This is an optimization exercise on Yosys and OpenROAD, whose aim is small area, not a production implementation.
Only simulation tests tie the RTL to the original design; equivalence was not proved.
The clock port is modelled as an ideal driver; clocking choices that lean on that would not hold on a real chip.
Power figures rest on the tool's default switching activity, not on a simulated workload.

quartz:
==> flow/design.v <==
module ROPDetector (
	input iClk,
	input iRsn,
	input [31:0] iTRAMPOLINE_START,
	input [31:0] iTRAMPOLINE_END,
	input iFifo_Empty,
	input [31:0] iFifo_Data,
	output reg oFifo_RdEn,
	output reg oRopDetect
);
reg        decodeEn;
reg  [4:0] sp;                   
reg  [5:0] stk [0:19];           
integer i, k;
wire       in_win;
wire [9:0] d;
ROPDetector_decode u_dec (
	.data(iFifo_Data),
	.t_start(iTRAMPOLINE_START),
	.t_end(iTRAMPOLINE_END),
	.in_win(in_win),
	.d(d)
);
wire       z      = (d[2:0] == 3'd0);    
wire       q6     = d[9];
wire [5:0] x      = d[8:3];
wire       xall   = &x;
wire [6:0] u      = q6 ? {1'b0, ~x} : ({1'b0, x} + 7'd1);
wire jump = !in_win || (q6 && xall);
wire call = !jump && (z ^ q6) && !(!q6 && xall);
wire ret  = !jump && !call;
reg  [5:0] last;
always @* begin
	last = 6'd0;
	for (k = 0; k < 20; k = k + 1)
		last = last | (stk[k] & {6{sp == k + 1}});
end
wire match = !u[6] && (last == u[5:0]);
always @(posedge iClk or negedge iRsn) begin
	if (!iRsn) begin
		oFifo_RdEn <= 1'b0;
		oRopDetect <= 1'b0;
		decodeEn   <= 1'b0;
		sp         <= 5'd0;
		for (i = 0; i < 20; i = i + 1)
			stk[i] <= 6'd0;
	end else begin
		oFifo_RdEn <= !iFifo_Empty;
		decodeEn   <= oFifo_RdEn;
		oRopDetect <= decodeEn && ret && !match;
		if (decodeEn && call) begin
			sp <= sp + 5'd1;
			for (i = 0; i < 20; i = i + 1)
				if (sp == i) stk[i] <= u[5:0];
		end else if (decodeEn && ret) begin
			sp <= sp - 5'd1;
		end
	end
end
endmodule
module ROPDetector_decode (
	input  [31:0] data,
	input  [31:0] t_start,
	input  [31:0] t_end,
	output        in_win,
	output [9:0]  d
);
integer j;
reg [32:0] bw;                   
always @* begin
	bw[0] = 1'b0;
	for (j = 0; j < 32; j = j + 1)
		bw[j+1] = (t_start[j] & ~data[j]) | ((t_start[j] | ~data[j]) & bw[j]);
end
assign in_win = !bw[32] && geq(t_end, data);
assign d      = data[9:0] ^ t_start[9:0] ^ bw[9:0];
function geq;
	input [31:0] a;
	input [31:0] b;
	integer k;
	reg c;
	begin
		c = 1'b1;
		for (k = 0; k < 32; k = k + 1)
			c = (a[k] & ~b[k]) | ((a[k] | ~b[k]) & c);
		geq = c;
	end
endfunction
endmodule
==> flow/config.mk <==
export PLATFORM = sky130hd
export DESIGN_NAME = ROPDetector
export DESIGN_NICKNAME = ROPDetector
export VERILOG_FILES = /design/flow/design.v
export SDC_FILE = /design/flow/constraint.sdc
export NUM_CORES = 4
export LEC_CHECK = 0
export CAP_MARGIN = 5
export CORE_MARGIN = 2
export CORE_UTILIZATION = 55
export SLEW_MARGIN = 5
==> flow/constraint.sdc <==
create_clock -name core_clock -period 12.0 [get_ports {iClk}]
set_input_delay 2.4000 -clock core_clock [delete_from_list [all_inputs] [get_ports {iClk}]]
set_output_delay 2.4000 -clock core_clock [all_outputs]
set_load 0.01 [all_outputs]
standard.sh (not shown) runs the stock make flow with config.mk's settings and CLKGATE_MAP_FILE= SYNTH_SCRIPT=/design/flow/synth_recipe.tcl, a recipe that flattens the netlist after the stock synthesis.
==> flow/flow/run.sh <==
#!/bin/bash
set -euo pipefail
W=$PWD
{
  echo "proc abc {args} {"
  echo "  set i [lsearch -exact \$args -script]"
  echo "  if {\$i >= 0} { set args [lreplace \$args [expr {\$i + 1}] [expr {\$i + 1}] $W/flow/area.abc] }"
  echo "  set j [lsearch -exact \$args -script]"
  echo "  set dargs [lreplace \$args [expr {\$j + 1}] [expr {\$j + 1}] $W/flow/decode.abc]"
  echo "  yosys abc {*}\$args ROPDetector"
  echo "  yosys abc {*}\$dargs ROPDetector_decode"
  echo "}"
  cat synth_recipe.tcl
} > flow_synth.tcl
EXTRA="ADDER_MAP_FILE= SYNTH_KEEP_MODULES=ROPDetector_decode 'BUFFER_PORTS_ARGS=-buffer_cell sky130_fd_sc_hd__buf_1'"
if [[ -f flow/cts_args ]]; then
  EXTRA="$EXTRA 'CTS_ARGS=$(cat flow/cts_args)'"
fi
EXTRA="$EXTRA POST_CTS_TCL=$W/flow/post_cts.tcl"
sed -e "s#SYNTH_SCRIPT=[^ ]*#SYNTH_SCRIPT=$W/flow_synth.tcl $EXTRA#" standard.sh > flow_standard.sh
bash flow_standard.sh finish > flow_make.log 2>&1
==> flow/flow/area.abc <==
strash
&get -n
&fraig -x
&put
strash
&get -n
&st
&dch -f
&nf -p -R 1000 -F 8 -A 8 -C 32
&put
strash
&get -n
&st
&dch -f
&nf -p -R 1000 -F 8 -A 8 -C 32
&put
strash
&get -n
&st
&dch -f
&nf -p -R 1000 -F 8 -A 8 -C 32
&put
strash
&get -n
&st
&dch -f
&nf -p -R 1000 -F 8 -A 8 -C 32
&put
strash
&get -n
&st
&dch -f
&nf -p -R 1000 -F 8 -A 8 -C 32
&put
strash
&get -n
&st
&dch -f
&nf -p -R 1000 -F 8 -A 8 -C 32
&put
strash
&get -n
&st
&dch -f
&nf -p -R 1000 -F 8 -A 8 -C 32
&put
strash
&get -n
&st
&dch -f
&nf -p -R 1000 -F 8 -A 8 -C 32
&put
topo
==> flow/flow/cts_args <==
-sink_clustering_enable -repair_clock_nets -buf_list {sky130_fd_sc_hd__clkbuf_4} -dont_use_dummy_load
==> flow/flow/decode.abc <==
strash
&get -n
&fraig -x
&put
strash
&get -n
&st
&synch2
&dch -f
&nf -p -R 1000 -F 8 -A 8 -C 32
&put
strash
&get -n
&st
&dch -f
&nf -p -R 1000 -F 8 -A 8 -C 32
&put
strash
&get -n
&st
&dch -f
&nf -p -R 1000 -F 8 -A 8 -C 32
&put
topo
==> flow/flow/post_cts.tcl <==
estimate_parasitics -placement
set changed 0
foreach inst [get_cells -quiet *] {
  set ref [get_property $inst ref_name]
  if {$ref ne "sky130_fd_sc_hd__clkbuf_4" && $ref ne "sky130_fd_sc_hd__clkbuf_2"} { continue }
  set pin [get_pins -quiet [get_full_name $inst]/X]
  if {$pin eq ""} { continue }
  set s 0
  foreach e {rise fall} { set v [get_property $pin slew_max_$e]; if {$v > $s} { set s $v } }
  if {$s > 0.10} {
    replace_cell $inst sky130_fd_sc_hd__clkbuf_8
    incr changed
  }
}
puts "post_cts: upsized $changed clock buffers"
estimate_parasitics -placement
detailed_placement
check_placement -verbose
Relative to quartz, the following input files were edited for nickel:
# quartz
export LEC_CHECK = 0
export CAP_MARGIN = 5
export CORE_MARGIN = 2
export CORE_UTILIZATION = 55
export SLEW_MARGIN = 5
create_clock -name core_clock -period 12.0 [get_ports {iClk}]
# nickel
export LEC_CHECK = 0
export CAP_MARGIN = 20
export CORE_MARGIN = 2
export CORE_UTILIZATION = 55
export GPL_TIMING_DRIVEN = 0
export SLEW_MARGIN = 20
create_clock -name core_clock -period 12.0 [get_ports {iClk}]
==> flow/flow/decode.abc <==
strash
dch -f
map -a
topo
Results
Non-clock buffer count, nickel and quartz: larger value in quartz. Detailed-placement wirelength estimate: nickel vs quartz up about 3%. Comparing nickel against quartz, there is no change at all in number of failing hold endpoints at the final stage. Diff quartz -> nickel | all-layer global routing usage | decrease of 1.3 points. Taking quartz as the reference, in nickel clock period minus final worst setup slack has decreased, final wirelength has decreased.
Edits applied to the flow inputs when going from nickel to zinc:
# nickel
export LEC_CHECK = 0
export CAP_MARGIN = 20
export CORE_MARGIN = 2
export CORE_UTILIZATION = 55
export GPL_TIMING_DRIVEN = 0
export SLEW_MARGIN = 20
create_clock -name core_clock -period 12.0 [get_ports {iClk}]
# zinc
export LEC_CHECK = 0
export CAP_MARGIN = 20
export CORE_MARGIN = 2
export CORE_UTILIZATION = 55
export SLEW_MARGIN = 20
create_clock -name core_clock -period 12.0 [get_ports {iClk}]
==> flow/flow/decode.abc <==
strash
&get -n
&fraig -x
&put
strash
&get -n
&st
&synch2
&dch -f
&nf -p -R 1000 -F 8 -A 8 -C 32
&put
strash
&get -n
&st
&dch -f
&nf -p -R 1000 -F 8 -A 8 -C 32
&put
strash
&get -n
&st
&dch -f
&nf -p -R 1000 -F 8 -A 8 -C 32
&put
topo
Notes after the runs:
- zinc against nickel; unique cell type count in the Yosys netlist is up by a few percent.
- Global-route wire length before repair up 740 µm in zinc wrt nickel
- stk[7][4] as the destination of the critical timing path was reported by nickel, and stk[7][0] by zinc.
- | area overhead of the layout relative to synthesis | zinc vs nickel | 1.4 points lower |
- Taking zinc as 1.0, nickel lands at 1.05 on number of multi-input combinational cells in the layout.
Relative to zinc, the following input files were edited for violet:
# zinc
export LEC_CHECK = 0
export CAP_MARGIN = 20
export CORE_MARGIN = 2
export CORE_UTILIZATION = 55
export SLEW_MARGIN = 20
create_clock -name core_clock -period 12.0 [get_ports {iClk}]
# violet
export LEC_CHECK = 0
export CAP_MARGIN = 0
export CORE_MARGIN = 2
export CORE_UTILIZATION = 55
export SLEW_MARGIN = 0
create_clock -name core_clock -period 12.0 [get_ports {iClk}]
==> run summary <==
[violet vs zinc] post-route minimum period: higher in violet. For portion of the clock cycle consumed by the worst path in the final layout, zinc and violet come out practically identical. Taking zinc as the reference, in violet wire length on met2 shows a reduction of about 0.8%; worst hold slack across all endpoints level; reported leakage power was more or less identical. The utilization of the core after routing was comparable across zinc and violet. On total power of the final layout, zinc and violet are neck and neck.

[static timing again, ports no longer ideal]
How much do the figures lean on ideal ports? The routed layouts below were timed once more, with nothing changed but the port constraints. Step 1 assumes that a clkbuf_16 drives the clock port and a buf_2 every other input. Step 2, shift: input delay + t, output delay - t, t = (earliest + latest rising clock arrival at the registers) / 2. This alone moves slack from input paths to output paths. Three values: ideal ports, drivers, drivers and shift; two values: the first two.
run	t, ns	slack for setup (ns)	worst setup path after step 2	slew at the worst register clock pin (ns)	worst slew at a driven data input, ns
quartz	0.432	1.373 / 1.385 / 0.952	input to register	0.10 / 0.10	0.04
nickel	0.428	2.447 / 2.457 / 2.029	input to register	0.09 / 0.09	0.04
zinc	0.427	1.389 / 1.399 / 0.972	input to register	0.10 / 0.10	0.04
violet	0.432	1.373 / 1.385 / 0.952	input to register	0.10 / 0.10	0.04
After both steps setup and hold are still met in every run listed.
